Context: an optimization exercise on an open-source flow, tuned for a short achievable clock period and few clock cycles. The choices shown serve that exercise and are no tape-out recipe.
The RTL was checked by simulation tests, not by an equivalence proof against the original design.
No activity file was given, so power comes from the tool's default toggle rates.

==> flow/design.v <==
`timescale 1ns / 1ps
module sys_ctrl(
    rx_data,
    rx_rdy,
    rx_rd,
    tx_data,
    tx_empty,
    tx_stb,
    spim_stb,
    spim_we,
    spim_addr,
    spim_odata,
    spim_ack,
    spim_idata,
    dram_stb,
    dram_we,
    dram_addr,
    dram_odata,
    dram_ack,
    dram_idata,
    ram_raddr,
    ram_rdata,
    ram_we,
    ram_waddr,
    ram_wdata,
    clk,
    reset
    );
    input [7:0] rx_data;
    input rx_rdy;
    output rx_rd;
    output [7:0] tx_data;
    input tx_empty;
    output tx_stb;
    output spim_stb;
    output spim_we;
    output [7:0] spim_addr;
    output [7:0] spim_odata;
    input spim_ack;
    input [7:0] spim_idata;
    output dram_stb;
    output dram_we;
    output [22:0] dram_addr;
    output [31:0] dram_odata;
    input dram_ack;
    input [31:0] dram_idata;
    output [9:0] ram_raddr;
    input [31:0] ram_rdata;
    output ram_we;
    output [9:0] ram_waddr;
    output [31:0] ram_wdata;
    input clk;
    input reset;
    reg [7:0] bcnt;
    reg       boot;
    reg [31:0] romh;
    wire [31:0] rom = bcnt[7] ? romh : ((bcnt == 8'd0) ? 32'h20000080 : 32'h00000000);
    always @* begin
        case (bcnt[6:0])
			7'd0: romh = 32'h13555241;
			7'd1: romh = 32'h13212121;
			7'd2: romh = 32'h120d0a00;
			7'd3: romh = 32'h13436c65;
			7'd4: romh = 32'h13617220;
			7'd5: romh = 32'h13445241;
			7'd6: romh = 32'h134d2e2e;
			7'd7: romh = 32'h102e0000;
			7'd8: romh = 32'h3e008000;
			7'd9: romh = 32'h43000000;
			7'd10: romh = 32'h3e000000;
			7'd11: romh = 32'h42000000;
			7'd12: romh = 32'h3e345678;
			7'd13: romh = 32'h3f000012;
			7'd14: romh = 32'h1f000000;
			7'd15: romh = 32'h2f00008e;
			7'd16: romh = 32'h13646f6e;
			7'd17: romh = 32'h13650d0a;
			7'd18: romh = 32'h13496e69;
			7'd19: romh = 32'h13742053;
			7'd20: romh = 32'h13444361;
			7'd21: romh = 32'h1372642e;
			7'd22: romh = 32'h122e2e00;
			7'd23: romh = 32'h3e000001;
			7'd24: romh = 32'h19000002;
			7'd25: romh = 32'h19000003;
			7'd26: romh = 32'h18000004;
			7'd27: romh = 32'h26000001;
			7'd28: romh = 32'h2000009a;
			7'd29: romh = 32'h13646f6e;
			7'd30: romh = 32'h13652c20;
			7'd31: romh = 32'h13636f64;
			7'd32: romh = 32'h13653a20;
			7'd33: romh = 32'h18000005;
			7'd34: romh = 32'h17000000;
			7'd35: romh = 32'h120d0a00;
			7'd36: romh = 32'h130d0a4f;
			7'd37: romh = 32'h136b3e20;
			7'd38: romh = 32'h240000a6;
			7'd39: romh = 32'h220000a7;
			7'd40: romh = 32'h30000000;
			7'd41: romh = 32'h40000000;
			7'd42: romh = 32'h120d0a00;
			7'd43: romh = 32'h26000072;
			7'd44: romh = 32'h200000b4;
			7'd45: romh = 32'h26000069;
			7'd46: romh = 32'h20000092;
			7'd47: romh = 32'h26000067;
			7'd48: romh = 32'h20000000;
			7'd49: romh = 32'h13457272;
			7'd50: romh = 32'h136f7221;
			7'd51: romh = 32'h200000a4;
			7'd52: romh = 32'h13534420;
			7'd53: romh = 32'h13526561;
			7'd54: romh = 32'h13642e2e;
			7'd55: romh = 32'h102e0000;
			7'd56: romh = 32'h3e000000;
			7'd57: romh = 32'h19000007;
			7'd58: romh = 32'h19000008;
			7'd59: romh = 32'h19000009;
			7'd60: romh = 32'h1900000a;
			7'd61: romh = 32'h3e000002;
			7'd62: romh = 32'h19000002;
			7'd63: romh = 32'h3e000001;
			7'd64: romh = 32'h19000003;
			7'd65: romh = 32'h18000004;
			7'd66: romh = 32'h26000001;
			7'd67: romh = 32'h200000c1;
			7'd68: romh = 32'h13646f6e;
			7'd69: romh = 32'h13652c20;
			7'd70: romh = 32'h13636f64;
			7'd71: romh = 32'h13653a20;
			7'd72: romh = 32'h18000005;
			7'd73: romh = 32'h17000000;
			7'd74: romh = 32'h130d0a43;
			7'd75: romh = 32'h136f756e;
			7'd76: romh = 32'h13743a20;
			7'd77: romh = 32'h18000012;
			7'd78: romh = 32'h17000000;
			7'd79: romh = 32'h18000013;
			7'd80: romh = 32'h17000000;
			7'd81: romh = 32'h120d0a00;
			7'd82: romh = 32'h3e00007f;
			7'd83: romh = 32'h43000000;
			7'd84: romh = 32'h3e000000;
			7'd85: romh = 32'h42000000;
			7'd86: romh = 32'h3e000000;
			7'd87: romh = 32'h18000010;
			7'd88: romh = 32'h50100000;
			7'd89: romh = 32'h18000010;
			7'd90: romh = 32'h50100000;
			7'd91: romh = 32'h18000010;
			7'd92: romh = 32'h50100000;
			7'd93: romh = 32'h18000010;
			7'd94: romh = 32'h14000000;
			7'd95: romh = 32'h10200000;
			7'd96: romh = 32'h49000000;
			7'd97: romh = 32'h240000e1;
			7'd98: romh = 32'h2f0000d6;
			7'd99: romh = 32'h120d0a00;
			7'd100: romh = 32'h200000a4;
            default: romh = 32'h00000000;
        endcase
    end
    function [7:0] hexc;
        input [3:0] n;
        hexc = (n < 4'd10) ? (8'h30 + {4'h0, n}) : (8'h37 + {4'h0, n});
    endfunction
    reg [9:0]  raddr;
    reg [31:0] fpc;                  
    reg [31:0] ir, ir_pc, ir_pcn, ir_pcn2;
    reg        ir_v;
    reg [31:0] ir0, ir0_pc;          
    reg        ir0_v;
    reg        wflush;
    reg p_tx1, p_hex, p_spr, p_spw, p_drr, p_drw, p_dx, p_didx, p_inc_idx, p_inc_idx2;
    reg p_br, p_pred, p_bjmp, p_brx, p_bnrx, p_btx, p_bntx, p_bseq, p_bsne, p_bacc, p_bloop;
    reg p_rxrd, p_ramrd, p_ramx, p_txacc, p_ramwr;
    reg p_widx, p_widx2, p_wcnt;
    reg [3:0] p_wr;                  
    reg p_ld, p_aimmh;
    reg [31:0] opv;
    reg p_shl1, p_shl8, p_shr1, p_shr8;
    reg p_and, p_or, p_xor, p_add, p_sub;
    reg p_bad;
    reg more;                        
    reg [2:0] dig;                   
    reg [31:0] acc, idx, idx2, cnt, r0, r1, r2, r3;
    reg        tx_stb_q;  reg [7:0] tx_data_q;
    reg        rx_rd_q;
    reg        spim_stb_q, spim_we_q, spim_rd;  reg [7:0] spim_addr_q, spim_odata_q;
    reg        dram_stb_q, dram_we_q, dram_rd, dram_rdd;  reg [22:0] dram_addr_q;  reg [31:0] dram_odata_q;
    reg        ram_we_q;  reg [9:0] ram_waddr_q;  reg [31:0] ram_wdata_q;
    reg        bmode;  reg [4:0] bstep;
    assign rx_rd = rx_rd_q;
    assign tx_stb = tx_stb_q;
    assign tx_data = tx_data_q;
    assign spim_stb = spim_stb_q;
    assign spim_we = spim_we_q;
    assign spim_addr = spim_addr_q;
    assign spim_odata = spim_odata_q;
    assign dram_stb = dram_stb_q;
    assign dram_we = dram_we_q;
    assign dram_addr = dram_addr_q;
    assign dram_odata = dram_odata_q;
    assign ram_raddr = raddr;
    assign ram_we = ram_we_q;
    assign ram_waddr = ram_waddr_q;
    assign ram_wdata = ram_wdata_q;
    wire [31:0] w = ir0;             
    wire [7:0]  wo = w[31:24];
    wire [3:0]  wf = w[23:20];
    wire wg1 = (wo[7:4] == 4'h1);
    wire wg2 = (wo[7:4] == 4'h2);
    wire wg3 = (wo[7:4] == 4'h3);
    wire wg4 = (wo[7:4] == 4'h4);
    wire wg5 = (wo[7:4] == 4'h5);
    wire [15:0] wl;                  
    genvar gi;
    generate for (gi = 0; gi < 16; gi = gi + 1) begin : g_wl
        assign wl[gi] = (wo[3:0] == gi);
    end endgenerate
    wire [15:0] wfh;                 
    generate for (gi = 0; gi < 16; gi = gi + 1) begin : g_wf
        assign wfh[gi] = (wf == gi);
    end endgenerate
    wire d_tx1 = wg1 & (wo[3:2] == 2'd0);
    wire d_hex = wg1 & (wo[3:2] == 2'd1);
    wire d_spr = wg1 & wl[8];
    wire d_spw = wg1 & wl[9];
    wire d_drr = wg1 & (wl[10] | wl[12] | wl[14]);
    wire d_drw = wg1 & (wl[11] | wl[13] | wl[15]);
    wire d_dx  = wg1 & (wl[10] | wl[11]);
    wire d_didx = wg1 & (wl[12] | wl[14]);
    wire d_inc_idx = (wg1 & wl[14]) | (wg3 & wl[9]);
    wire d_inc_idx2 = (wg1 & wl[15]) | (wg4 & wl[9]);
    wire d_bjmp = wg2 & wl[0];
    wire d_brx  = wg2 & wl[1];
    wire d_bnrx = wg2 & wl[2];
    wire d_btx  = wg2 & wl[3];
    wire d_bntx = wg2 & wl[4];
    wire d_bseq = wg2 & wl[5];
    wire d_bsne = wg2 & wl[6];
    wire d_bacc = wg2 & wl[14];
    wire d_bloop = wg2 & wl[15];
    wire d_br = d_bjmp | d_brx | d_bnrx | d_btx | d_bntx | d_bseq | d_bsne | d_bacc | d_bloop;
    wire d_pred = d_bjmp | d_bloop;
    wire d_rxrd = wg3 & wl[0];
    wire d_aidx = wg3 & wl[1];
    wire d_aidx2 = wg3 & wl[2];
    wire d_acnt = wg3 & wl[3];
    wire d_ar = wg3 & (wo[3:2] == 2'd1);
    wire d_ramrd = wg3 & (wl[8] | wl[9] | wl[10]);
    wire d_aimm = wg3 & wl[14];
    wire d_aimmh = wg3 & wl[15];
    wire d_txacc = wg4 & wl[0];
    wire d_widx = wg4 & wl[1];
    wire d_widx2 = wg4 & wl[2];
    wire d_wcnt = wg4 & wl[3];
    wire [3:0] d_wr = {4{wg4 & (wo[3:2] == 2'd1)}} & {wl[7], wl[6], wl[5], wl[4]};
    wire d_ramwr = wg4 & (wl[8] | wl[9] | wl[10]);
    wire d_ramx = wl[10];
    wire d_sh = wg5 & wl[0];
    wire d_shl1 = d_sh & wfh[0];
    wire d_shl8 = d_sh & wfh[1];
    wire d_shr1 = d_sh & wfh[2];
    wire d_shr8 = d_sh & wfh[3];
    wire d_oi = wg5 & wl[1];         
    wire d_or_ = wg5 & wl[2];        
    wire d_and = (d_oi & (wfh[0] | wfh[1] | wfh[4])) | (d_or_ & (wf[3:2] == 2'd0));
    wire d_or  = (d_oi & (wfh[2] | wfh[3])) | (d_or_ & (wf[3:2] == 2'd1));
    wire d_xor = (d_oi & wfh[5]) | (d_or_ & (wf[3:2] == 2'd2));
    wire d_add = (d_oi & (wfh[6] | wfh[7])) | (d_or_ & (wf[3:2] == 2'd3));
    wire d_sub = d_oi & (wfh[8] | wfh[9] | (wf[3:2] == 2'd3));
    wire d_bfr = d_or_ | (d_oi & (wf[3:2] == 2'd3));
    wire d_blo = d_oi & (wfh[2] | wfh[6] | wfh[8]);
    wire d_bhi = d_oi & (wfh[3] | wfh[5] | wfh[7] | wfh[9]);
    wire d_bandlo = d_oi & (wfh[0] | wfh[4]);
    wire d_bandhi = d_oi & wfh[1];
    wire [1:0] d_rn = d_ar ? wo[1:0] : wf[1:0];
    wire [3:0] d_rsel = {d_rn == 2'd3, d_rn == 2'd2, d_rn == 2'd1, d_rn == 2'd0};
    wire d_ok = d_tx1 | d_hex | d_spr | d_spw | d_drr | d_drw | d_br |
                d_rxrd | d_aidx | d_aidx2 | d_acnt | d_ar | d_ramrd | d_aimm | d_aimmh |
                d_txacc | d_widx | d_widx2 | d_wcnt | (wg4 & (wo[3:2] == 2'd1)) | d_ramwr |
                d_shl1 | d_shl8 | d_shr1 | d_shr8 | d_and | d_or | d_xor | d_add | d_sub;
    wire d_more = (d_tx1 & w[25]) | d_hex | d_ramrd;
    wire acc_wait = spim_rd | dram_rd | dram_rdd;
    wire stall = acc_wait | ((p_spr | p_spw) & spim_stb_q) | ((p_drr | p_drw) & dram_stb_q) |
                 (p_rxrd & rx_rd_q);
    wire step = ir_v & ~bmode & ~stall & ~p_bad;      
    wire fire = step & ~more;                         
    wire gobad = ir_v & ~bmode & ~stall & p_bad;
    wire rdy = rx_rdy & ~rx_rd_q;
    wire tmt = tx_empty & ~tx_stb_q;
    wire [31:0] sum = acc + opv + {31'd0, p_sub};
    wire [31:0] alu = ({32{p_and}} & (acc & opv)) |
                      ({32{p_or}} & (acc | opv)) |
                      ({32{p_xor}} & (acc ^ opv)) |
                      ({32{p_add | p_sub}} & sum) |
                      ({32{p_shl1}} & {acc[30:0], 1'b0}) |
                      ({32{p_shl8}} & {acc[23:0], 8'h00}) |
                      ({32{p_shr1}} & {1'b0, acc[31:1]}) |
                      ({32{p_shr8}} & {8'h00, acc[31:8]}) |
                      ({32{p_ld}} & opv) |
                      ({32{p_aimmh}} & {ir[7:0], acc[23:0]});
    wire alu_we = p_and | p_or | p_xor | p_add | p_sub | p_shl1 | p_shl8 | p_shr1 | p_shr8 |
                  p_ld | p_aimmh;
    wire [31:0] idx_n  = (fire & p_widx) ? acc : (fire & p_inc_idx) ? idx + 32'd1 : idx;
    wire [31:0] idx2_n = (fire & p_widx2) ? acc : (fire & p_inc_idx2) ? idx2 + 32'd1 : idx2;
    wire [31:0] cnt_n  = (fire & p_wcnt) ? acc : (fire & p_bloop) ? cnt - 32'd1 : cnt;
    wire [31:0] r0_n = (fire & p_wr[0]) ? acc : r0;
    wire [31:0] r1_n = (fire & p_wr[1]) ? acc : r1;
    wire [31:0] r2_n = (fire & p_wr[2]) ? acc : r2;
    wire [31:0] r3_n = (fire & p_wr[3]) ? acc : r3;
    wire [31:0] d_rmux = ({32{d_rsel[0]}} & r0_n) | ({32{d_rsel[1]}} & r1_n) |
                         ({32{d_rsel[2]}} & r2_n) | ({32{d_rsel[3]}} & r3_n);
    wire [31:0] d_bop = ({32{d_bfr | d_ar}} & d_rmux) |
                        ({32{d_blo}} & {16'h0000, w[15:0]}) |
                        ({32{d_bhi}} & {w[15:0], 16'h0000}) |
                        ({32{d_bandlo}} & {16'hffff, w[15:0]}) |
                        ({32{d_bandhi}} & {w[15:0], 16'hffff}) |
                        ({32{d_aidx}} & idx_n) |
                        ({32{d_aidx2}} & idx2_n) |
                        ({32{d_acnt}} & cnt_n) |
                        ({32{d_aimm}} & {8'h00, w[23:0]});
    wire [31:0] d_opv = d_bop ^ {32{d_sub}};
    wire d_ld = d_aidx | d_aidx2 | d_acnt | d_ar | d_aimm;
    wire eq = (acc[23:0] == ir[23:0]);
    wire cnz = (cnt != 32'd0);
    wire taken = p_bjmp | p_bacc | (p_brx & rdy) | (p_bnrx & ~rdy) | (p_btx & tmt) | (p_bntx & ~tmt) |
                 (p_bseq & eq) | (p_bsne & ~eq) | (p_bloop & cnz);
    wire mispred = step & p_br & (taken ^ p_pred);
    wire redir = mispred | (fire & (p_ramrd | p_ramwr));
    wire [31:0] redir_pc = (~p_br | ~taken) ? ir_pcn :
                           p_bacc ? acc :
                           (p_bseq | p_bsne) ? ir_pcn2 : {8'h00, ir[23:0]};
    wire adv = (~ir_v | fire) & ~bmode;             
    wire advd = (~ir0_v | adv) & ~boot & ~bmode & ~wflush;    
    wire jd = adv & ir0_v & d_pred & ~redir;        
    wire [3:0] nib = (dig == 3'd0) ? acc[31:28] : (dig == 3'd1) ? acc[27:24] :
                     (dig == 3'd2) ? acc[23:20] : (dig == 3'd3) ? acc[19:16] :
                     (dig == 3'd4) ? acc[15:12] : (dig == 3'd5) ? acc[11:8] :
                     (dig == 3'd6) ? acc[7:4] : acc[3:0];
    wire [7:0] txb = (dig[1:0] == 2'd0) ? ir[23:16] : (dig[1:0] == 2'd1) ? ir[15:8] : ir[7:0];
    always @(posedge clk) begin
        if (reset) begin
            boot <= 1'b1; bcnt <= 8'd0;
            raddr <= 10'd0; fpc <= 32'd0;
            ir0 <= 32'd0; ir0_pc <= 32'd0; ir0_v <= 1'b0;
            ir <= 32'd0; ir_pc <= 32'd0; ir_pcn <= 32'd0; ir_pcn2 <= 32'd0; ir_v <= 1'b0;
            wflush <= 1'b0;
            {p_tx1, p_hex, p_spr, p_spw, p_drr, p_drw, p_dx, p_didx, p_inc_idx, p_inc_idx2} <= 10'd0;
            {p_br, p_pred, p_bjmp, p_brx, p_bnrx, p_btx, p_bntx, p_bseq, p_bsne, p_bacc, p_bloop} <= 11'd0;
            {p_rxrd, p_ramrd, p_ramx, p_txacc, p_ramwr, p_widx, p_widx2, p_wcnt} <= 8'd0;
            p_wr <= 4'd0; p_ld <= 1'b0; p_aimmh <= 1'b0; opv <= 32'd0;
            {p_shl1, p_shl8, p_shr1, p_shr8, p_and, p_or, p_xor, p_add, p_sub} <= 9'd0;
            p_bad <= 1'b0;
            more <= 1'b0; dig <= 3'd0;
            acc <= 32'd0; idx <= 32'd0; idx2 <= 32'd0; cnt <= 32'd0;
            r0 <= 32'd0; r1 <= 32'd0; r2 <= 32'd0; r3 <= 32'd0;
            tx_stb_q <= 1'b0; tx_data_q <= 8'd0;
            rx_rd_q <= 1'b0;
            spim_stb_q <= 1'b0; spim_we_q <= 1'b0; spim_rd <= 1'b0; spim_addr_q <= 8'd0; spim_odata_q <= 8'd0;
            dram_stb_q <= 1'b0; dram_we_q <= 1'b0; dram_rd <= 1'b0; dram_rdd <= 1'b0;
            dram_addr_q <= 23'd0; dram_odata_q <= 32'd0;
            ram_we_q <= 1'b0; ram_waddr_q <= 10'd0; ram_wdata_q <= 32'd0;
            bmode <= 1'b0; bstep <= 5'd0;
        end else begin
            if (fire & alu_we) acc <= alu;
            if (fire & p_rxrd) acc <= {24'h0, rx_data};
            if (fire & p_ramrd) acc <= ram_rdata;
            if (spim_rd & spim_ack) acc[7:0] <= spim_idata;
            if (dram_rdd) acc <= dram_idata;
            idx <= idx_n; idx2 <= idx2_n; cnt <= cnt_n;
            r0 <= r0_n; r1 <= r1_n; r2 <= r2_n; r3 <= r3_n;
            rx_rd_q <= fire & p_rxrd;
            tx_stb_q <= step & (p_tx1 | p_hex | p_txacc);
            if (p_tx1) tx_data_q <= txb;
            else if (p_hex) tx_data_q <= hexc(nib);
            else tx_data_q <= acc[7:0];
            if (step & more) begin
                dig <= dig + 3'd1;
                more <= p_tx1 ? (ir[24] & (dig[1:0] == 2'd0)) : p_hex ? (dig != 3'd6) : 1'b0;
            end
            if (bmode) begin
                tx_stb_q <= 1'b0;
                if (bstep != 5'd25) begin
                    tx_stb_q <= 1'b1;
                    bstep <= bstep + 5'd1;
                    case (bstep)
                        5'd0: tx_data_q <= "B";
                        5'd1: tx_data_q <= "a";
                        5'd2: tx_data_q <= "d";
                        5'd3: tx_data_q <= " ";
                        5'd4: tx_data_q <= "c";
                        5'd5: tx_data_q <= "m";
                        5'd6: tx_data_q <= "d";
                        5'd7: tx_data_q <= " ";
                        5'd8: tx_data_q <= hexc(ir_pc[31:28]);
                        5'd9: tx_data_q <= hexc(ir_pc[27:24]);
                        5'd10: tx_data_q <= hexc(ir_pc[23:20]);
                        5'd11: tx_data_q <= hexc(ir_pc[19:16]);
                        5'd12: tx_data_q <= hexc(ir_pc[15:12]);
                        5'd13: tx_data_q <= hexc(ir_pc[11:8]);
                        5'd14: tx_data_q <= hexc(ir_pc[7:4]);
                        5'd15: tx_data_q <= hexc(ir_pc[3:0]);
                        5'd16: tx_data_q <= " ";
                        5'd17: tx_data_q <= hexc(ir[31:28]);
                        5'd18: tx_data_q <= hexc(ir[27:24]);
                        5'd19: tx_data_q <= hexc(ir[23:20]);
                        5'd20: tx_data_q <= hexc(ir[19:16]);
                        5'd21: tx_data_q <= hexc(ir[15:12]);
                        5'd22: tx_data_q <= hexc(ir[11:8]);
                        5'd23: tx_data_q <= hexc(ir[7:4]);
                        default: tx_data_q <= hexc(ir[3:0]);
                    endcase
                end
            end
            if (gobad) bmode <= 1'b1;
            if (spim_stb_q & spim_ack) begin
                spim_stb_q <= 1'b0;
                spim_rd <= 1'b0;
            end
            if (fire & (p_spr | p_spw)) begin
                spim_stb_q <= 1'b1; spim_we_q <= p_spw; spim_rd <= p_spr;
                spim_addr_q <= ir[7:0]; spim_odata_q <= acc[7:0];
            end
            dram_rdd <= dram_rd & dram_ack;
            if (dram_stb_q & dram_ack) begin
                dram_stb_q <= 1'b0;
                dram_rd <= 1'b0;
            end
            if (fire & (p_drr | p_drw)) begin
                dram_stb_q <= 1'b1; dram_we_q <= p_drw; dram_rd <= p_drr;
                dram_addr_q <= p_dx ? ir[22:0] : p_didx ? idx[22:0] : idx2[22:0];
                dram_odata_q <= acc;
            end
            ram_we_q <= 1'b0;
            if (boot) begin
                ram_we_q <= 1'b1; ram_waddr_q <= bcnt; ram_wdata_q <= rom;
                bcnt <= bcnt + 8'd1;
                if (bcnt == 8'd228) boot <= 1'b0;
            end else if (fire & p_ramwr) begin
                ram_we_q <= 1'b1; ram_waddr_q <= p_ramx ? ir[9:0] : idx2[9:0]; ram_wdata_q <= acc;
            end
            wflush <= fire & p_ramwr;
            if (advd) begin
                ir0 <= ram_rdata; ir0_pc <= fpc;
                fpc <= fpc + 32'd1;
                raddr <= fpc[9:0] + 10'd1;
            end
            if (adv) begin
                ir <= w; ir_pc <= ir0_pc; ir_pcn <= ir0_pc + 32'd1; ir_pcn2 <= ir0_pc + 32'd2;
                p_tx1 <= d_tx1; p_hex <= d_hex; p_spr <= d_spr; p_spw <= d_spw;
                p_drr <= d_drr; p_drw <= d_drw; p_dx <= d_dx; p_didx <= d_didx;
                p_inc_idx <= d_inc_idx; p_inc_idx2 <= d_inc_idx2;
                p_br <= d_br; p_pred <= d_pred; p_bjmp <= d_bjmp; p_brx <= d_brx; p_bnrx <= d_bnrx;
                p_btx <= d_btx; p_bntx <= d_bntx; p_bseq <= d_bseq; p_bsne <= d_bsne;
                p_bacc <= d_bacc; p_bloop <= d_bloop;
                p_rxrd <= d_rxrd; p_ramrd <= d_ramrd; p_ramx <= d_ramx; p_txacc <= d_txacc; p_ramwr <= d_ramwr;
                p_widx <= d_widx; p_widx2 <= d_widx2; p_wcnt <= d_wcnt; p_wr <= d_wr;
                p_ld <= d_ld; p_aimmh <= d_aimmh; opv <= d_opv;
                p_shl1 <= d_shl1; p_shl8 <= d_shl8; p_shr1 <= d_shr1; p_shr8 <= d_shr8;
                p_and <= d_and; p_or <= d_or; p_xor <= d_xor; p_add <= d_add; p_sub <= d_sub;
                p_bad <= ~d_ok;
                more <= d_more;
                dig <= d_hex ? {w[25:24], 1'b0} : 3'd0;
            end
            if (jd) begin
                fpc <= {8'h00, w[23:0]};
                raddr <= w[9:0];
            end
            if (step & more & p_ramrd)
                raddr <= p_ramx ? ir[9:0] : idx[9:0];
            if (redir) begin
                fpc <= redir_pc;
                raddr <= redir_pc[9:0];
            end
            ir_v <= redir ? 1'b0 : adv ? ir0_v : ir_v;
            ir0_v <= (redir | jd) ? 1'b0 : advd ? 1'b1 : adv ? 1'b0 : ir0_v;
        end
    end
endmodule
==> flow/flow/run.sh <==
#!/bin/bash
set -euo pipefail
bash standard.sh SETUP_SLACK_MARGIN=7 finish > standard.log 2>&1
==> flow/standard.sh <==
#!/bin/bash
# synth_recipe.tcl (not shown) runs the flow's synth.tcl, then flattens the netlist and writes it again
# the make line also repeats each setting of config.mk as NAME=value (left out here)
make -C /OpenROAD-flow-scripts/flow DESIGN_CONFIG=/design/flow/config.mk WORK_HOME=/design/flow/orfs CLKGATE_MAP_FILE= SYNTH_SCRIPT=/design/flow/synth_recipe.tcl "${@:-finish}"
==> flow/config.mk <==
export PLATFORM = sky130hd
export DESIGN_NAME = sys_ctrl
export DESIGN_NICKNAME = sys_ctrl
export VERILOG_FILES = /design/flow/design.v
export SDC_FILE = /design/flow/constraint.sdc
export NUM_CORES = 4
export LEC_CHECK = 0
export CAP_MARGIN = 20
export CORE_MARGIN = 2
export CORE_UTILIZATION = 30
export SLEW_MARGIN = 20
==> flow/constraint.sdc <==
create_clock -name core_clock -period 10.0 [get_ports {clk}]
set_input_delay 2.0000 -clock core_clock [delete_from_list [all_inputs] [get_ports {clk}]]
set_output_delay 2.0000 -clock core_clock [all_outputs]
set_load 0.01 [all_outputs]
==> out/results.txt, run 1 <==
proportion of synthesized chip area in sequential cells - 0.332
Hold EP - ir_pc[12]
Post-synth EDFFs - 0
clk sinks - 749
Mean Syn Cell Area - 7.29 um^2
CTS buffer count - 88
Skew-Pair Late Insertion Delay - 0.74 ns
largest area contributor in the netlist - dfxtp_1
R2R cell count - 12
Req. time, crit path - 10.58 ns
unrepaired setup endpoints after global routing - yes
DP Cell Count - 8012
largest net degree at the start of global routing - 114
post-route ant nets - 0
core region area - 0.150 mm^2
fraction of registers with async set/reset - 0
via count - 53800
Die H - 392 um
critical path type - input pin to flop
cell breakdown of the critical path - buf_6 -> nand2b_4 -> mux2i_4 -> nand3_4 -> nor4bb_4 -> o211ai_1 -> a31oi_4 -> buf_12 -> nand2_8 -> mux2_4 -> a21oi_2 -> o41ai_2
layout cells sized above 1 - 0.276
worst vdd ir - 0.124 mV
Max Cap Violations - 0
drt via density - 6.20
DRT iter0 DRCs - 7675
GPL Wtd Cong - 1.03
Post-Synth XOR/XNOR Area - 0.0437
antenna violations before repair - 16
Cells after Synth - 6194
Yosys warning total - 1
Worst Clk Skew - 0.0509 ns
max incr delay on CP - 0.33 ns
Worst R2R Setup Slack - 6.33 ns
Residual DRC - 0
clk slew on worst S/H paths - 0.06 ns
Die ar. - 0.154 mm^2
CTS tree - built
crit start category - input pin
area delta synth->final - 41.0%
post-route setup TNS - 0 ns
global-route wire length before repair - 363000 um
Crit. End Element - flop
clock root buffer - clkbuf_16
simple-gate share of the synthesized area - 0.223
Slew Limit Fails - 0
Top-Level Pins - 224
worst min-delay path class - flop to flop
Synth Area in Compound Gates - 0.253
final wirelength - 268000 um
vias in the first global route - 48800
fin crit period - 3.73 ns
Final setup violation count - 0
Design Power - 7.01 mW
most common cell in the netlist - nand2_1
Yosys cell types - 94
drt first pass iters - 7
worst flop-to-flop path startpoint - cnt[24]
synthesized area - 0.0451 mm^2
final hold violation count - 0
Fin Hold WS - 0.456 ns
Clock Path Buffers - 3
Slew headroom - 0.172
DP HPWL - 161000 um
Worst EP arrival - 4.30 ns
Tightest Pin Transition - 1.21 ns
I/O Buffers - 223
Leak - 23.0 nW
Layout Cells excl Fill - 8681
worst r2r dst - raddr[8]
Initial Utilization - 0.302
total gr overflow - 0
HP Start - ir_pc[12]
mux share of post-synthesis cell area - 0.0537
CTS Hold Bufs - 0
outcome - complete, no violations
flops & latches, synth - 749
largest family of logic cells by synthesized area - compound AO/OA/AOI/OAI gates
H-tree level count - 3
Peak Freq - 268 MHz
critical path's slowest cell - nor4bb_4
top_reg_cell synth - dfxtp_1
Final Cycle Share - 0.373
Die X - 392 um
hold path depth - 2
row cnt - 142
Synth top area share - 0.332
critical path fanouts, max - 5
Synth area leaders - dfxtp_1 (33%), nand2_1 (7.9%), a21oi_1 (7.7%)
Post-Syn Nets - 6394
nets@finish - 6785
Total GRT Usage - 0.324
Pwr Density - 110 mW/mm^2
Post-Synth Adder-Cell Area - 0.0322
post-DR wirelength/cell - 30.9 um
synth cell count leaders - nand2_1 (950), dfxtp_1 (749), a21oi_1 (694)
placed cells by master, fill, tap and decap left out, types with 76 or more instances in the layout:
master / count
nand2_1: 894
nor2_1: 628
a21oi_1: 620
dfxtp_1: 551
buf_4: 384
buf_6: 236
o21ai_0: 228
mux2i_1: 182
dfxtp_2: 151
nand3_1: 144
inv_1: 139
xnor2_1: 125
a211oi_1: 122
clkbuf_16: 114
nor3_1: 93
o22ai_1: 92
ha_1: 83
clkdlybuf4s50_1: 81
xor2_1: 80
nand4_1: 76
metal layers:
layer | up-vias | global-route usage | routed length, um
li1 | 22800 | - | -
met1 | 25900 | 0.391 | 96500
met2 | 3872 | 0.474 | 111000
met3 | 1236 | 0.107 | 34600
met4 | 28 | 0.245 | 25300
met5 | - | 0.00829 | 543
where the power goes:
| group | switching, mW | internal [mW] | total [mW] |
|---|---|---|---|
| Sequential | 0.0204 | 2.99 | 3.01 |
| Clock | 1.48 | 2.04 | 3.51 |
| Combinational | 0.298 | 0.196 | 0.494 |
timing repair:
item	in CTS	in global routing
cloned	43	31
gates resized for setup	1746	494
endpoints found under the setup margin	802	530
endpoints found under the hold margin	0	0
buffers inserted	279	146
pin swaps	252	282
through the flow:
step	worst slack, ns	util	area, um^2
floorplan	6.08	-	45800
global placement	4.52	0.329	49300
detailed placement	4.47	0.329	49300
CTS	6.40	0.398	59600
global route	6.24	0.425	63600
finish	6.27	0.426	63700
cell type report:
| cell class | instances | area (um^2) |
|---|---|---|
| timing repair buffer | 865 | 9960 |
| fill | 14800 | 85900 |
| clock buffer | 120 | 2520 |
| sequential | 749 | 15400 |
| clock inverter | 41 | 534 |
| antenna | 9 | 22.5 |
| tap | 2016 | 2520 |
| timing repair inverter | 3 | 26.3 |
| inverter | 156 | 683 |
| multi-input combinational | 4722 | 32000 |
worst max-delay path by stage:
stage | end | slack (ns) | start
2_1_floorplan | raddr[5] | 6.08 | tx_empty
3_5_place_dp | raddr[1] | 4.47 | tx_empty
6_report | raddr[8] | 6.27 | tx_empty
4_1_cts | raddr[1] | 6.40 | tx_empty
3_3_place_gp | raddr[1] | 4.52 | tx_empty
5_1_grt | raddr[8] | 6.24 | tx_empty
flip-flops by register name (all words and copies together), names as in the netlist, 23 cells and up:
signal / cells
ir: 32
ir_pcn: 32
dram_addr_q: 23
cnt: 32
idx2: 32
ir_pc: 31
ir0: 32
opv: 32
acc: 32
r1: 32
dram_odata_q: 32
idx: 32
fpc: 32
r2: 32
r0: 32
ir0_pc: 32
ir_pcn2: 32
r3: 32
romh: 30
ram_wdata_q: 32
critical path: cells and delay by family:
family	cells	cell delay [ns]
buffers and inverters	2	0.27
and+or+nand+nor	4	0.70
AOI/OAI and AO/OA	4	0.69
muxes	2	0.62
kinds of logic (layout without fill, tap and decap cells):
family,after synthesis,count (layout)
adders and majority gates,115,115
AOI/OAI and AO/OA,1835,1836
DFF,749,749
and+or+nand+nor,2296,2305
muxes,241,241
buffers and inverters,733,1185
other,0,9
xor gates and xnor gates,225,225
Testbench counts, summed over its fixed seeds: cycles 973,181.
==> run 2: changes to the inputs <==
--- a/flow/design.v
+++ b/flow/design.v
@@ -58,5 +58,5 @@
     always @* begin
         case (bcnt[6:0])
-			7'd0: romh = 32'h13555241;
+			7'd0: romh = 32'h13555241 | {25'h0, bcnt[6:0]};   
 			7'd1: romh = 32'h13212121;
 			7'd2: romh = 32'h120d0a00;
@@ -173,5 +173,7 @@
     reg        ir0_v;
     reg        wflush;
+    reg p_iss;                       
     reg p_tx1, p_hex, p_spr, p_spw, p_drr, p_drw, p_dx, p_didx, p_inc_idx, p_inc_idx2;
+    reg p_self;                      
     reg p_br, p_pred, p_bjmp, p_brx, p_bnrx, p_btx, p_bntx, p_bseq, p_bsne, p_bacc, p_bloop;
     reg p_rxrd, p_ramrd, p_ramx, p_txacc, p_ramwr;
@@ -184,5 +186,8 @@
     reg p_bad;
     reg more;                        
-    reg [2:0] dig;                   
+    reg [7:0] dig;                   
+    reg eq_q, cnz_q;                 
+    reg [31:0] rom_q; reg [7:0] rom_a; reg rom_v;
+    reg [7:0] bq; reg bqv;
     reg [31:0] acc, idx, idx2, cnt, r0, r1, r2, r3;
     reg        tx_stb_q;  reg [7:0] tx_data_q;
@@ -283,14 +288,16 @@
                 d_txacc | d_widx | d_widx2 | d_wcnt | (wg4 & (wo[3:2] == 2'd1)) | d_ramwr |
                 d_shl1 | d_shl8 | d_shr1 | d_shr8 | d_and | d_or | d_xor | d_add | d_sub;
-    wire d_more = (d_tx1 & w[25]) | d_hex | d_ramrd;
+    wire d_more = (d_tx1 & w[25]) | d_hex | d_ramrd | d_bseq | d_bsne;
+    reg rdy, tmt;
+    wire spin = p_self & ((p_brx & rdy) | (p_bnrx & ~rdy) | (p_btx & tmt) | (p_bntx & ~tmt));
     wire acc_wait = spim_rd | dram_rd | dram_rdd;
-    wire stall = acc_wait | ((p_spr | p_spw) & spim_stb_q) | ((p_drr | p_drw) & dram_stb_q) |
+    wire stall = (acc_wait & ~p_iss) | spin | (((p_spr & ~p_iss) | p_spw) & spim_stb_q) | ((p_drr | p_drw) & dram_stb_q) |
                  (p_rxrd & rx_rd_q);
     wire step = ir_v & ~bmode & ~stall & ~p_bad;      
     wire fire = step & ~more;                         
     wire gobad = ir_v & ~bmode & ~stall & p_bad;
-    wire rdy = rx_rdy & ~rx_rd_q;
-    wire tmt = tx_empty & ~tx_stb_q;
-    wire [31:0] sum = acc + opv + {31'd0, p_sub};
+    wire tx_stb_d = bmode ? bqv : step & (p_tx1 | p_hex | p_txacc);
+    wire [32:0] sum1 = {acc, 1'b1} + {opv, p_sub};    
+    wire [31:0] sum = sum1[32:1];
     wire [31:0] alu = ({32{p_and}} & (acc & opv)) |
                       ({32{p_or}} & (acc | opv)) |
@@ -307,11 +314,18 @@
     wire [31:0] idx_n  = (fire & p_widx) ? acc : (fire & p_inc_idx) ? idx + 32'd1 : idx;
     wire [31:0] idx2_n = (fire & p_widx2) ? acc : (fire & p_inc_idx2) ? idx2 + 32'd1 : idx2;
-    wire [31:0] cnt_n  = (fire & p_wcnt) ? acc : (fire & p_bloop) ? cnt - 32'd1 : cnt;
-    wire [31:0] r0_n = (fire & p_wr[0]) ? acc : r0;
-    wire [31:0] r1_n = (fire & p_wr[1]) ? acc : r1;
-    wire [31:0] r2_n = (fire & p_wr[2]) ? acc : r2;
-    wire [31:0] r3_n = (fire & p_wr[3]) ? acc : r3;
-    wire [31:0] d_rmux = ({32{d_rsel[0]}} & r0_n) | ({32{d_rsel[1]}} & r1_n) |
-                         ({32{d_rsel[2]}} & r2_n) | ({32{d_rsel[3]}} & r3_n);
+    wire [31:0] cnt_n  = (go & p_wcnt) ? acc : (go & p_bloop) ? cnt - 32'd1 : cnt;
+    wire [31:0] r0_n = (go & p_wr[0]) ? acc : r0;
+    wire [31:0] r1_n = (go & p_wr[1]) ? acc : r1;
+    wire [31:0] r2_n = (go & p_wr[2]) ? acc : r2;
+    wire [31:0] r3_n = (go & p_wr[3]) ? acc : r3;
+    wire [31:0] idx_f  = (ir_v & p_widx) ? acc : (ir_v & p_inc_idx) ? idx + 32'd1 : idx;
+    wire [31:0] idx2_f = (ir_v & p_widx2) ? acc : (ir_v & p_inc_idx2) ? idx2 + 32'd1 : idx2;
+    wire [31:0] cnt_f  = (ir_v & p_wcnt) ? acc : (ir_v & p_bloop) ? cnt - 32'd1 : cnt;
+    wire [31:0] r0_f = (ir_v & p_wr[0]) ? acc : r0;
+    wire [31:0] r1_f = (ir_v & p_wr[1]) ? acc : r1;
+    wire [31:0] r2_f = (ir_v & p_wr[2]) ? acc : r2;
+    wire [31:0] r3_f = (ir_v & p_wr[3]) ? acc : r3;
+    wire [31:0] d_rmux = ({32{d_rsel[0]}} & r0_f) | ({32{d_rsel[1]}} & r1_f) |
+                         ({32{d_rsel[2]}} & r2_f) | ({32{d_rsel[3]}} & r3_f);
     wire [31:0] d_bop = ({32{d_bfr | d_ar}} & d_rmux) |
                         ({32{d_blo}} & {16'h0000, w[15:0]}) |
@@ -319,52 +333,32 @@
                         ({32{d_bandlo}} & {16'hffff, w[15:0]}) |
                         ({32{d_bandhi}} & {w[15:0], 16'hffff}) |
-                        ({32{d_aidx}} & idx_n) |
-                        ({32{d_aidx2}} & idx2_n) |
-                        ({32{d_acnt}} & cnt_n) |
+                        ({32{d_aidx}} & idx_f) |
+                        ({32{d_aidx2}} & idx2_f) |
+                        ({32{d_acnt}} & cnt_f) |
                         ({32{d_aimm}} & {8'h00, w[23:0]});
     wire [31:0] d_opv = d_bop ^ {32{d_sub}};
     wire d_ld = d_aidx | d_aidx2 | d_acnt | d_ar | d_aimm;
     wire eq = (acc[23:0] == ir[23:0]);
-    wire cnz = (cnt != 32'd0);
     wire taken = p_bjmp | p_bacc | (p_brx & rdy) | (p_bnrx & ~rdy) | (p_btx & tmt) | (p_bntx & ~tmt) |
-                 (p_bseq & eq) | (p_bsne & ~eq) | (p_bloop & cnz);
-    wire mispred = step & p_br & (taken ^ p_pred);
-    wire redir = mispred | (fire & (p_ramrd | p_ramwr));
+                 (p_bseq & eq_q) | (p_bsne & ~eq_q) | (p_bloop & cnz_q);
+    wire go = ir_v & ~bmode & ~acc_wait;
+    wire mispred = go & ~spin & ~more & p_br & (taken ^ p_pred);
+    wire redir = mispred | (go & ~more & (p_ramrd | p_ramwr));
     wire [31:0] redir_pc = (~p_br | ~taken) ? ir_pcn :
                            p_bacc ? acc :
                            (p_bseq | p_bsne) ? ir_pcn2 : {8'h00, ir[23:0]};
     wire adv = (~ir_v | fire) & ~bmode;             
+    wire d_iss = ir0_v & d_spr & ~spim_stb_q & ~acc_wait &
+                 (~ir_v | ~(p_br | p_ramrd | p_ramwr | p_spr | p_spw | p_drr | p_bad));
     wire advd = (~ir0_v | adv) & ~boot & ~bmode & ~wflush;    
     wire jd = adv & ir0_v & d_pred & ~redir;        
-    wire [3:0] nib = (dig == 3'd0) ? acc[31:28] : (dig == 3'd1) ? acc[27:24] :
-                     (dig == 3'd2) ? acc[23:20] : (dig == 3'd3) ? acc[19:16] :
-                     (dig == 3'd4) ? acc[15:12] : (dig == 3'd5) ? acc[11:8] :
-                     (dig == 3'd6) ? acc[7:4] : acc[3:0];
-    wire [7:0] txb = (dig[1:0] == 2'd0) ? ir[23:16] : (dig[1:0] == 2'd1) ? ir[15:8] : ir[7:0];
+    wire [7:0] hexsel = ({8{dig[0]}} & hexc(acc[31:28])) | ({8{dig[1]}} & hexc(acc[27:24])) |
+                        ({8{dig[2]}} & hexc(acc[23:20])) | ({8{dig[3]}} & hexc(acc[19:16])) |
+                        ({8{dig[4]}} & hexc(acc[15:12])) | ({8{dig[5]}} & hexc(acc[11:8])) |
+                        ({8{dig[6]}} & hexc(acc[7:4])) | ({8{dig[7]}} & hexc(acc[3:0]));
+    wire [7:0] txb = ({8{dig[0]}} & ir[23:16]) | ({8{dig[1]}} & ir[15:8]) | ({8{dig[2]}} & ir[7:0]);
     always @(posedge clk) begin
-        if (reset) begin
-            boot <= 1'b1; bcnt <= 8'd0;
-            raddr <= 10'd0; fpc <= 32'd0;
-            ir0 <= 32'd0; ir0_pc <= 32'd0; ir0_v <= 1'b0;
-            ir <= 32'd0; ir_pc <= 32'd0; ir_pcn <= 32'd0; ir_pcn2 <= 32'd0; ir_v <= 1'b0;
-            wflush <= 1'b0;
-            {p_tx1, p_hex, p_spr, p_spw, p_drr, p_drw, p_dx, p_didx, p_inc_idx, p_inc_idx2} <= 10'd0;
-            {p_br, p_pred, p_bjmp, p_brx, p_bnrx, p_btx, p_bntx, p_bseq, p_bsne, p_bacc, p_bloop} <= 11'd0;
-            {p_rxrd, p_ramrd, p_ramx, p_txacc, p_ramwr, p_widx, p_widx2, p_wcnt} <= 8'd0;
-            p_wr <= 4'd0; p_ld <= 1'b0; p_aimmh <= 1'b0; opv <= 32'd0;
-            {p_shl1, p_shl8, p_shr1, p_shr8, p_and, p_or, p_xor, p_add, p_sub} <= 9'd0;
-            p_bad <= 1'b0;
-            more <= 1'b0; dig <= 3'd0;
-            acc <= 32'd0; idx <= 32'd0; idx2 <= 32'd0; cnt <= 32'd0;
-            r0 <= 32'd0; r1 <= 32'd0; r2 <= 32'd0; r3 <= 32'd0;
-            tx_stb_q <= 1'b0; tx_data_q <= 8'd0;
-            rx_rd_q <= 1'b0;
-            spim_stb_q <= 1'b0; spim_we_q <= 1'b0; spim_rd <= 1'b0; spim_addr_q <= 8'd0; spim_odata_q <= 8'd0;
-            dram_stb_q <= 1'b0; dram_we_q <= 1'b0; dram_rd <= 1'b0; dram_rdd <= 1'b0;
-            dram_addr_q <= 23'd0; dram_odata_q <= 32'd0;
-            ram_we_q <= 1'b0; ram_waddr_q <= 10'd0; ram_wdata_q <= 32'd0;
-            bmode <= 1'b0; bstep <= 5'd0;
-        end else begin
-            if (fire & alu_we) acc <= alu;
+        begin
+            if (go & alu_we) acc <= alu;
             if (fire & p_rxrd) acc <= {24'h0, rx_data};
             if (fire & p_ramrd) acc <= ram_rdata;
@@ -372,45 +366,51 @@
             if (dram_rdd) acc <= dram_idata;
             idx <= idx_n; idx2 <= idx2_n; cnt <= cnt_n;
+            if (go & p_wcnt) cnz_q <= (acc != 32'd0);
+            else if (go & p_bloop) cnz_q <= (cnt != 32'd1);
             r0 <= r0_n; r1 <= r1_n; r2 <= r2_n; r3 <= r3_n;
             rx_rd_q <= fire & p_rxrd;
-            tx_stb_q <= step & (p_tx1 | p_hex | p_txacc);
+            rdy <= rx_rdy & ~(fire & p_rxrd) & ~rx_rd_q;
+            tmt <= tx_empty & ~tx_stb_d & ~tx_stb_q;
+            tx_stb_q <= tx_stb_d;
             if (p_tx1) tx_data_q <= txb;
-            else if (p_hex) tx_data_q <= hexc(nib);
+            else if (p_hex) tx_data_q <= hexsel;
             else tx_data_q <= acc[7:0];
             if (step & more) begin
-                dig <= dig + 3'd1;
-                more <= p_tx1 ? (ir[24] & (dig[1:0] == 2'd0)) : p_hex ? (dig != 3'd6) : 1'b0;
+                dig <= {dig[6:0], 1'b0};
+                more <= p_tx1 ? (ir[24] & dig[0]) : p_hex ? ~dig[6] : 1'b0;
+                eq_q <= eq;
             end
             if (bmode) begin
-                tx_stb_q <= 1'b0;
+                tx_data_q <= bq;
+                bqv <= 1'b0;
                 if (bstep != 5'd25) begin
-                    tx_stb_q <= 1'b1;
+                    bqv <= 1'b1;
                     bstep <= bstep + 5'd1;
                     case (bstep)
-                        5'd0: tx_data_q <= "B";
-                        5'd1: tx_data_q <= "a";
-                        5'd2: tx_data_q <= "d";
-                        5'd3: tx_data_q <= " ";
-                        5'd4: tx_data_q <= "c";
-                        5'd5: tx_data_q <= "m";
-                        5'd6: tx_data_q <= "d";
-                        5'd7: tx_data_q <= " ";
-                        5'd8: tx_data_q <= hexc(ir_pc[31:28]);
-                        5'd9: tx_data_q <= hexc(ir_pc[27:24]);
-                        5'd10: tx_data_q <= hexc(ir_pc[23:20]);
-                        5'd11: tx_data_q <= hexc(ir_pc[19:16]);
-                        5'd12: tx_data_q <= hexc(ir_pc[15:12]);
-                        5'd13: tx_data_q <= hexc(ir_pc[11:8]);
-                        5'd14: tx_data_q <= hexc(ir_pc[7:4]);
-                        5'd15: tx_data_q <= hexc(ir_pc[3:0]);
-                        5'd16: tx_data_q <= " ";
-                        5'd17: tx_data_q <= hexc(ir[31:28]);
-                        5'd18: tx_data_q <= hexc(ir[27:24]);
-                        5'd19: tx_data_q <= hexc(ir[23:20]);
-                        5'd20: tx_data_q <= hexc(ir[19:16]);
-                        5'd21: tx_data_q <= hexc(ir[15:12]);
-                        5'd22: tx_data_q <= hexc(ir[11:8]);
-                        5'd23: tx_data_q <= hexc(ir[7:4]);
-                        default: tx_data_q <= hexc(ir[3:0]);
+                        5'd0: bq <= "B";
+                        5'd1: bq <= "a";
+                        5'd2: bq <= "d";
+                        5'd3: bq <= " ";
+                        5'd4: bq <= "c";
+                        5'd5: bq <= "m";
+                        5'd6: bq <= "d";
+                        5'd7: bq <= " ";
+                        5'd8: bq <= hexc(ir_pc[31:28]);
+                        5'd9: bq <= hexc(ir_pc[27:24]);
+                        5'd10: bq <= hexc(ir_pc[23:20]);
+                        5'd11: bq <= hexc(ir_pc[19:16]);
+                        5'd12: bq <= hexc(ir_pc[15:12]);
+                        5'd13: bq <= hexc(ir_pc[11:8]);
+                        5'd14: bq <= hexc(ir_pc[7:4]);
+                        5'd15: bq <= hexc(ir_pc[3:0]);
+                        5'd16: bq <= " ";
+                        5'd17: bq <= hexc(ir[31:28]);
+                        5'd18: bq <= hexc(ir[27:24]);
+                        5'd19: bq <= hexc(ir[23:20]);
+                        5'd20: bq <= hexc(ir[19:16]);
+                        5'd21: bq <= hexc(ir[15:12]);
+                        5'd22: bq <= hexc(ir[11:8]);
+                        5'd23: bq <= hexc(ir[7:4]);
+                        default: bq <= hexc(ir[3:0]);
                     endcase
                 end
@@ -421,8 +421,12 @@
                 spim_rd <= 1'b0;
             end
-            if (fire & (p_spr | p_spw)) begin
+            if (fire & ((p_spr & ~p_iss) | p_spw)) begin
                 spim_stb_q <= 1'b1; spim_we_q <= p_spw; spim_rd <= p_spr;
                 spim_addr_q <= ir[7:0]; spim_odata_q <= acc[7:0];
             end
+            if (adv & d_iss) begin
+                spim_stb_q <= 1'b1; spim_we_q <= 1'b0; spim_rd <= 1'b1;
+                spim_addr_q <= w[7:0];
+            end
             dram_rdd <= dram_rd & dram_ack;
             if (dram_stb_q & dram_ack) begin
@@ -436,8 +440,11 @@
             end
             ram_we_q <= 1'b0;
+            rom_q <= rom; rom_a <= bcnt; rom_v <= boot & (bcnt <= 8'd228);
             if (boot) begin
-                ram_we_q <= 1'b1; ram_waddr_q <= bcnt; ram_wdata_q <= rom;
                 bcnt <= bcnt + 8'd1;
-                if (bcnt == 8'd228) boot <= 1'b0;
+                if (bcnt == 8'd230) boot <= 1'b0;
+            end
+            if (rom_v) begin
+                ram_we_q <= 1'b1; ram_waddr_q <= rom_a; ram_wdata_q <= rom_q;
             end else if (fire & p_ramwr) begin
                 ram_we_q <= 1'b1; ram_waddr_q <= p_ramx ? ir[9:0] : idx2[9:0]; ram_wdata_q <= acc;
@@ -451,7 +458,9 @@
             if (adv) begin
                 ir <= w; ir_pc <= ir0_pc; ir_pcn <= ir0_pc + 32'd1; ir_pcn2 <= ir0_pc + 32'd2;
+                p_iss <= d_iss;
                 p_tx1 <= d_tx1; p_hex <= d_hex; p_spr <= d_spr; p_spw <= d_spw;
                 p_drr <= d_drr; p_drw <= d_drw; p_dx <= d_dx; p_didx <= d_didx;
                 p_inc_idx <= d_inc_idx; p_inc_idx2 <= d_inc_idx2;
+                p_self <= (w[23:0] == ir0_pc[23:0]) & (ir0_pc[31:24] == 8'h00);
                 p_br <= d_br; p_pred <= d_pred; p_bjmp <= d_bjmp; p_brx <= d_brx; p_bnrx <= d_bnrx;
                 p_btx <= d_btx; p_bntx <= d_bntx; p_bseq <= d_bseq; p_bsne <= d_bsne;
@@ -464,5 +473,5 @@
                 p_bad <= ~d_ok;
                 more <= d_more;
-                dig <= d_hex ? {w[25:24], 1'b0} : 3'd0;
+                dig <= d_hex ? (8'd1 << {w[25:24], 1'b0}) : 8'd1;
             end
             if (jd) begin
@@ -479,4 +488,19 @@
             ir0_v <= (redir | jd) ? 1'b0 : advd ? 1'b1 : adv ? 1'b0 : ir0_v;
         end
+        if (boot) begin
+            acc <= 32'd0; idx <= 32'd0; idx2 <= 32'd0; cnt <= 32'd0;
+            r0 <= 32'd0; r1 <= 32'd0; r2 <= 32'd0; r3 <= 32'd0;
+            cnz_q <= 1'b0; fpc <= 32'd0; raddr <= 10'd0;
+        end
+        if (reset) begin
+            boot <= 1'b1; bcnt <= 8'd0;
+            ir0_v <= 1'b0; ir_v <= 1'b0; wflush <= 1'b0;
+            rom_v <= 1'b0; bqv <= 1'b0;
+            tx_stb_q <= 1'b0; rx_rd_q <= 1'b0;
+            spim_stb_q <= 1'b0; spim_rd <= 1'b0;
+            dram_stb_q <= 1'b0; dram_rd <= 1'b0; dram_rdd <= 1'b0;
+            ram_we_q <= 1'b0;
+            bmode <= 1'b0; bstep <= 5'd0;
+        end
     end
 endmodule
--- a/flow/config.mk
+++ b/flow/config.mk
@@ -8,4 +8,4 @@
 export CAP_MARGIN = 20
 export CORE_MARGIN = 2
-export CORE_UTILIZATION = 30
+export CORE_UTILIZATION = 70
 export SLEW_MARGIN = 20
==> out/results.txt, run 2 <==
Total GRT Usage - 0.877
Post-synth EDFFs - 399 (was 0)
I/O Buffers - 223 (unchanged)
clk sinks - 777 (was 749)
Cells after Synth - 5869 (was 6194)
total gr overflow - 556
Fail Step - 5_1_grt
worst ep type - output port
row cnt - 96 (was 142)
clock root buffer - clkbuf_16 (unchanged)
post-GRT worst EP - dram_addr[1]
Post-Syn Nets - 6068 (was 6394)
GPL Wtd Cong - 1.15 (was 1.03)
largest area contributor in the netlist - edfxtp_1 (was dfxtp_1)
Log Error - [ERROR GRT-0232] Routing congestion too high. Check the congestion heatmap in the GUI.
Clock Path Buffers - 3 (unchanged)
most common cell in the netlist - nand2_1 (unchanged)
Die H - 268 um (was 392 um)
Mean Syn Cell Area - 8.30 um^2 (was 7.29 um^2)
fraction of registers with async set/reset - 0 (unchanged)
synth cell count leaders - nand2_1 (837), a21oi_1 (481), clkbuf_1 (440) (was nand2_1 (950), dfxtp_1 (749), a21oi_1 (694))
Die X - 268 um (was 392 um)
DP HPWL - 142000 um (was 161000 um)
proportion of synthesized chip area in sequential cells - 0.401 (was 0.332)
Synth area leaders - edfxtp_1 (25%), dfxtp_1 (16%), nand2_1 (6.5%) (was dfxtp_1 (33%), nand2_1 (7.9%), a21oi_1 (7.7%))
outcome - aborted with a tool error (was complete, no violations)
H-tree level count - 3 (unchanged)
Post-DP Area - 0.0512 mm^2 (was 0.0493 mm^2)
Yosys cell types - 97 (was 94)
Top-Level Pins - 224 (unchanged)
CTS buffer count - 82 (was 88)
Initial Utilization - 0.709 (was 0.302)
Yosys warning total - 1 (unchanged)
largest net degree at the start of global routing - 206
Synth top area share - 0.246 (was 0.332)
synthesized area - 0.0487 mm^2 (was 0.0451 mm^2)
top_reg_cell synth - edfxtp_1 (was dfxtp_1)
CTS Hold Bufs - 0 (unchanged)
flops & latches, synth - 777 (was 749)
run 2: how the worst max path moves through the flow:
| stage | slack, ns | to | cells past startpoint | start |
|---|---|---|---|---|
| after global placement | 5.60 | ir_pcn[27] | 9 | ir_v |
| after CTS | 6.72 | spim_odata[6] | 1 | spim_odata_q[6] |
| after detailed placement | 5.43 | ir_pcn[0] | 9 | ir_v |
| after floorplan | 7.00 | acc[28] | 14 | acc[4] |
run 2: per-stage QoR:
stage | setup WS [ns] | cells | hold slack (ns)
4_1_cts | 6.72 | 6933 | 0.417
3_5_place_dp | 5.43 | 6619 | 0.431
3_3_place_gp | 5.60 | 6619 | 0.408
2_1_floorplan | 7.00 | 5869 | 0.356
run 2: cell families after synthesis:
group,Yosys count,synth area share
and+or+nand+nor,1982,0.186
muxes,195,0.0402
xor gates and xnor gates,341,0.0613
AOI/OAI and AO/OA,1732,0.225
adders and majority gates,113,0.0292
buffers and inverters,729,0.0575
DFF,777,0.401
run 2: repair_timing:
action,4_1_cts
hold endpoints to repair,0
cloned,18
setup buffers,146
endpoints found under the setup margin,764
resized for setup,966
pin swaps,37
run 2: metal layers:
metal | GRT usage | GRT overflow
met1 | 0.871 | 68
met2 | 0.968 | 209
met3 | 0.807 | 85
met4 | 0.862 | 183
met5 | 0.666 | 11
run 2: power groups by stage:
stage               registers [mW]  clock network [mW]  logic [mW]
CTS                           3.33                3.22       0.155
global placement              3.41                   0       0.149
floorplan                     3.41                   0      0.0578
detailed placement            3.41                   0       0.146
Testbench counts of run 2, summed over its fixed seeds: cycles 961,356.
==> run 3: changes to the inputs <==
--- a/flow/config.mk
+++ b/flow/config.mk
@@ -8,4 +8,4 @@
 export CAP_MARGIN = 20
 export CORE_MARGIN = 2
-export CORE_UTILIZATION = 70
+export CORE_UTILIZATION = 50
 export SLEW_MARGIN = 20
==> out/results.txt, run 3 <==
largest net degree at the start of global routing - 83
mux share of post-synthesis cell area - 0.0402 (unchanged)
largest area contributor in the netlist - edfxtp_1 (unchanged)
drt via density - 6.96
global-route wire length before repair - 342000 um
flops & latches, synth - 777 (unchanged)
Max Cap Violations - 0
fin crit period - 3.46 ns
worst flop-to-flop path startpoint - acc[2]
setup ws final - 6.54 ns
cell breakdown of the critical path - buf_2
routed wl met3 - 40100 um
synthesized area - 0.0487 mm^2 (unchanged)
most common cell after layout, fill and taps aside - nand2_1
layout cells sized above 1 - 0.189
DRT iter0 DRCs - 9426
simple-gate share of the synthesized area - 0.186 (unchanged)
fraction of registers with async set/reset - 0 (unchanged)
Post-Synth XOR/XNOR Area - 0.0613 (unchanged)
Top-Level Pins - 224 (unchanged)
area delta synth->final - 23.0%
Top delay family on crit path - flip-flops
drt first pass iters - 11
Req. time, crit path - 8.00 ns
critical path's slowest cell - edfxtp_1
Peak Freq - 289 MHz
core region area - 0.0966 mm^2
post-DR wirelength/cell - 33.4 um
Skew-Pair Late Insertion Delay - 0.70 ns
Clock Path Buffers - 3 (unchanged)
worst r2r dst - acc[28]
Hold EP - rom_a[1]
DP HPWL - 157000 um (was 142000 um)
Cells after Synth - 5869 (unchanged)
Worst EP arrival - 1.46 ns
Die H - 316 um (was 268 um)
via count - 51600
worst min-delay path class - flop to flop
Mean Syn Cell Area - 8.30 um^2 (unchanged)
Storage cell area - 0.0197 mm^2
final hold violation count - 0
hold path depth - 0
Yosys cell types - 97 (unchanged)
Tightest Pin Transition - 1.18 ns
post-route setup TNS - 0 ns
met1 WL - 87600 um
Final Cycle Share - 0.346
Crit. End Element - output port
worst vdd ir - 0.141 mV
Slew Limit Fails - 0
Initial Utilization - 0.504 (was 0.709)
CTS buffer count - 91 (was 82)
Synth top area share - 0.246 (unchanged)
crit start category - flop
Worst R2R Setup Slack - 6.83 ns
multi-input logic area - 0.0288 mm^2
R2R cell count - 14
Post-Synth Adder-Cell Area - 0.0292 (unchanged)
GPL Wtd Cong - 1.06 (was 1.15)
row cnt - 114 (was 96)
proportion of synthesized chip area in sequential cells - 0.401 (unchanged)
critical path type - flop to output port
clk sinks - 777 (unchanged)
most frequent cells in the layout - nand2_1 (801), a21oi_1 (456), edfxtp_1 (399)
fillers - 8364
I/O Buffers - 223 (unchanged)
unrepaired setup endpoints after global routing - yes
vias in the first global route - 46400
Pwr Density - 116 mW/mm^2
nets@finish - 6246
synth cell count leaders - nand2_1 (837), a21oi_1 (481), clkbuf_1 (440) (unchanged)
Post-synth EDFFs - 399 (unchanged)
Crit. Startpoint - dram_addr_q[1]
Residual DRC - 0
top_reg_cell synth - edfxtp_1 (unchanged)
total gr overflow - 0
Slew headroom - 0.211
max incr delay on CP - 0.55 ns
Die X - 316 um (was 268 um)
clk slew on worst S/H paths - 0.06 ns
most common cell in the netlist - nand2_1 (unchanged)
Die ar. - 0.0999 mm^2
Total GRT Usage - 0.476
outcome - complete, no violations (was aborted with a tool error)
Post-Syn Nets - 6068 (unchanged)
clock root buffer - clkbuf_16 (unchanged)
post-route ant nets - 0
largest family of logic cells by synthesized area - compound AO/OA/AOI/OAI gates (unchanged)
post-place setup slack - 4.95 ns (was 5.43 ns)
highest metal used - met5
Worst Clk Skew - 0.0379 ns
HP Start - bcnt[1]
Leak - 21.2 nW
Synth area leaders - edfxtp_1 (25%), dfxtp_1 (16%), nand2_1 (6.5%) (unchanged)
Synth Area in Compound Gates - 0.225 (unchanged)
H-tree level count - 3 (unchanged)
final wirelength - 248000 um
CTS tree - built
Final setup violation count - 0
critical path fanouts, max - 1
Final Util - 0.620
met2 WL - 98800 um
antenna violations before repair - 25
Yosys warning total - 1 (unchanged)
Buf/Inv on CP - 1
## run 3: what timing repair did
action                                  in CTS  in global routing
pin swaps                                   46                145
hold buffers                                 0                  0
endpoints found under the setup margin     801                370
cloned                                      24                  9
setup buffers                              117                101
gates resized for setup                   1015                353
## run 3: area by class of cell
cell class                      count  share of cell area
Antenna cell                       13            0.000543
Clock buffer                      127              0.0435
Clock inverter                     43             0.00708
Inverter                          192              0.0145
Multi-Input combinational cell   4367               0.481
Sequential cell                   777               0.329
Tap cell                         1276              0.0267
Timing Repair Buffer              613              0.0967
Timing Repair inverter              5            0.000898
## run 3: where the power goes
| group | leakage, nW | internal (mW) | switching [mW] |
|---|---|---|---|
| Clock | 1.49 | 1.98 | 1.47 |
| Combinational | 12.4 | 0.0732 | 0.110 |
| Sequential | 7.33 | 3.33 | 0.00661 |
| Total | 21.2 | 5.38 | 1.59 |
## run 3: metrics by stage
stage	cells	total power [mW]	instance area, um^2	hold slack (ns)
after global routing	7400	7.08	59800	0.445
after global placement	6978	3.57	51800	0.409
final	7413	6.97	59900	0.441
after floorplan	5869	3.47	48900	0.356
after detailed placement	6978	3.56	51800	0.416
after CTS	7289	6.94	57300	0.410
## run 3: worst register-to-register path: cells and delay by family (launching register included)
family / cells / cell delay (ns)
AO/OA/AOI/OAI: 7 / 1.15
XOR/XNOR: 1 / 0.09
adder cells (fa/ha/maj): 1 / 0.39
buffers and inverters: 3 / 0.53
flip-flops: 1 / 0.36
AND/OR/NAND/NOR: 2 / 0.56
## run 3: worst max-delay path by stage
stage                         to  slack [ns]  depth (start not counted)
floorplan                acc[28]        7.00                         14
global placement          dig[3]        5.07                         10
detailed placement        dig[6]        4.95                         10
CTS                 dram_addr[1]        6.58                          1
global route        dram_addr[1]        6.56                          1
finish              dram_addr[1]        6.54                          1
## run 3: cells by family (layout without fill, tap and decap cells)
kind of cell / after synthesis / in the layout
AOI/OAI and AO/OA: 1732 / 1732
xor gates and xnor gates: 341 / 341
adders and majority gates: 113 / 113
buffers and inverters: 729 / 980
DFF: 777 / 777
muxes: 195 / 195
other: 0 / 13
and+or+nand+nor: 1982 / 1986
## run 3: metal layers
layer,vias to the layer above,global-route usage
li1,21800,-
met4,22,0.301
met2,4296,0.669
met5,-,0
met3,1130,0.189
met1,24400,0.606
==> run 4: changes to the inputs <==
--- a/flow/design.v
+++ b/flow/design.v
@@ -502,4 +502,7 @@
             ram_we_q <= 1'b0;
             bmode <= 1'b0; bstep <= 5'd0;
+            spim_we_q <= 1'b0; spim_addr_q <= 8'd0; spim_odata_q <= 8'd0;
+            dram_we_q <= 1'b0; dram_addr_q <= 23'd0; dram_odata_q <= 32'd0;
+            ram_waddr_q <= 10'd0; ram_wdata_q <= 32'd0; tx_data_q <= 8'd0;
         end
     end
==> out/results.txt, run 4 <==
fin crit period - 3.21 ns (was 3.46 ns)
proportion of synthesized chip area in sequential cells - 0.372 (was 0.401)
R2R cell count - 8 (was 14)
Residual DRC - 0 (unchanged)
most common cell after layout, fill and taps aside - nand2_1 (unchanged)
Crit. End Element - output port (unchanged)
via count - 55000 (was 51600)
vias in the first global route - 49000 (was 46400)
synth cell count leaders - nand2_1 (973), a21oi_1 (557), clkbuf_1 (515) (was nand2_1 (837), a21oi_1 (481), clkbuf_1 (440))
Worst Clk Skew - 0.0626 ns (was 0.0379 ns)
Synth top area share - 0.198 (was 0.246)
fillers - 8734 (was 8364)
DP HPWL - 162000 um (was 157000 um)
Die ar. - 0.102 mm^2 (was 0.0999 mm^2)
Top-Level Pins - 224 (unchanged)
critical path type - flop to output port (unchanged)
post-DR wirelength/cell - 33.7 um (was 33.4 um)
top_reg_cell synth - dfxtp_1 (was edfxtp_1)
Initial Utilization - 0.504 (about the same)
flops & latches, synth - 777 (unchanged)
most common cell in the netlist - nand2_1 (unchanged)
Yosys warning total - 1 (unchanged)
fraction of registers with async set/reset - 0 (unchanged)
CTS tree - built (unchanged)
Crit. Startpoint - dram_we_q (was dram_addr_q[1])
Leak - 21.6 nW (was 21.2 nW)
Final Cycle Share - 0.321 (was 0.346)
Buf/Inv on CP - 1 (unchanged)
GPL Wtd Cong - 1.03 (was 1.06)
Die H - 319 um (was 316 um)
Final setup violation count - 0 (unchanged)
outcome - complete, no violations (unchanged)
Design Power - 6.94 mW (was 6.97 mW)
clk slew on worst S/H paths - 0.06 ns (about the same)
worst min-delay path class - flop to flop (unchanged)
Peak Freq - 311 MHz (was 289 MHz)
Worst EP arrival - 1.21 ns (was 1.46 ns)
worst r2r dst - opv[25] (was acc[28])
final wirelength - 260000 um (was 248000 um)
max incr delay on CP - 0.40 ns (was 0.55 ns)
nets@finish - 6519 (was 6246)
final hold violation count - 0 (unchanged)
Total GRT Usage - 0.478 (was 0.476)
setup ws final - 6.79 ns (was 6.54 ns)
synthesized area - 0.0495 mm^2 (was 0.0487 mm^2)
Die X - 319 um (was 316 um)
row cnt - 115 (was 114)
cell breakdown of the critical path - buf_6 (was buf_2)
crit start category - flop (unchanged)
Max Cap Violations - 0 (unchanged)
H-tree level count - 3 (unchanged)
Mean Syn Cell Area - 7.98 um^2 (was 8.30 um^2)
core region area - 0.0983 mm^2 (was 0.0966 mm^2)
Worst R2R Setup Slack - 6.84 ns (was 6.83 ns)
CTS buffer count - 90 (was 91)
post-route setup TNS - 0 ns (unchanged)
Post-synth EDFFs - 287 (was 399)
WP depth - 1 (unchanged)
clk sinks - 777 (unchanged)
worst vdd ir - 0.131 mV (was 0.141 mV)
post-route ant nets - 0 (unchanged)
drt via density - 7.13 (was 6.96)
end point of the critical path - dram_we (was dram_addr[1])
largest area contributor in the netlist - dfxtp_1 (was edfxtp_1)
Slew headroom - 0.206 (was 0.211)
most frequent cells in the layout - nand2_1 (945), a21oi_1 (544), nor2_1 (432) (was nand2_1 (801), a21oi_1 (456), edfxtp_1 (399))
antenna violations before repair - 17 (was 25)
Slew Limit Fails - 0 (unchanged)
Req. time, crit path - 8.00 ns (about the same)
Yosys cell types - 91 (was 97)
Top delay family on crit path - flip-flops (unchanged)
[run 4: cell count changes after synthesis, moves of 38 or more]
cell,change
o21ai_0,-39
clkbuf_1,+75
a21o_1,+38
nand2_1,+136
dfxtp_1,+112
a21oi_1,+76
edfxtp_1,-112
[run 4: layout make-up]
type | instances | area, um^2 | share of cell area
timing repair inverter | 4 | 35.0 | 0.000579
tap | 1287 | 1610 | 0.0266
timing repair buffer | 594 | 6250 | 0.103
antenna | 26 | 65.1 | 0.00108
inverter | 174 | 746 | 0.0123
multi-input combinational | 4679 | 29900 | 0.494
clock inverter | 35 | 349 | 0.00577
sequential | 777 | 18800 | 0.311
clock buffer | 134 | 2740 | 0.0452
[run 4: cell families after synthesis]
kind of cell	count (synthesis)	synth area share
compound gates	1819	0.235
flops	777	0.372
fa+ha+maj	113	0.0287
xor+xnor	336	0.0595
buf+inv	753	0.0575
simple gates	2179	0.201
mux	227	0.0461
[run 4: timing repair]
action | in CTS | in global routing
pin swaps | 39 | 50
hold buffers | 0 | 0
endpoints found under the setup margin | 576 | 366
gates cloned | 19 | 15
gates resized for setup | 1182 | 230
setup buffers | 109 | 93
[run 4: worst min-delay path by stage]
stage,start,end,slack (ns),cells after the start
3_5_place_dp,bcnt[1],rom_a[1],0.43,0
5_1_grt,bcnt[0],rom_a[0],0.43,0
3_3_place_gp,bcnt[1],rom_a[1],0.42,0
4_1_cts,bcnt[0],rom_a[0],0.42,0
6_report,bcnt[0],rom_a[0],0.42,0
2_1_floorplan,bcnt[2],rom_a[2],0.34,0
[run 4: metal layers]
| metal | up-vias | wire length [um] | GRT usage |
|---|---|---|---|
| met4 | 18 | 20700 | 0.301 |
| met3 | 1269 | 43700 | 0.202 |
| met5 | - | 364 | 0.00804 |
| met2 | 4704 | 103000 | 0.666 |
| li1 | 22800 | - | - |
| met1 | 26200 | 92600 | 0.604 |
[run 4: power by group]
| part | leakage, nW | internal [mW] | total (mW) | switching [mW] |
|---|---|---|---|---|
| sequential | 7.28 | 3.25 | 3.26 | 0.00731 |
| clock | 1.51 | 2.01 | 3.51 | 1.50 |
| combinational | 12.8 | 0.0698 | 0.167 | 0.0968 |
| total | 21.6 | 5.33 | 6.94 | 1.61 |
[run 4: stage by stage]
step	cell area [um^2]	hold slack [ns]	util	instances
6_report	60500	0.416	0.615	7710
5_1_grt	60400	0.428	0.615	7687
4_1_cts	58500	0.415	0.595	7576
3_5_place_dp	52500	0.425	0.534	7279
3_3_place_gp	52500	0.421	0.534	7279
2_1_floorplan	49700	0.342	-	6204
Testbench counts of run 4, summed over its fixed seeds: cycles 961,356.
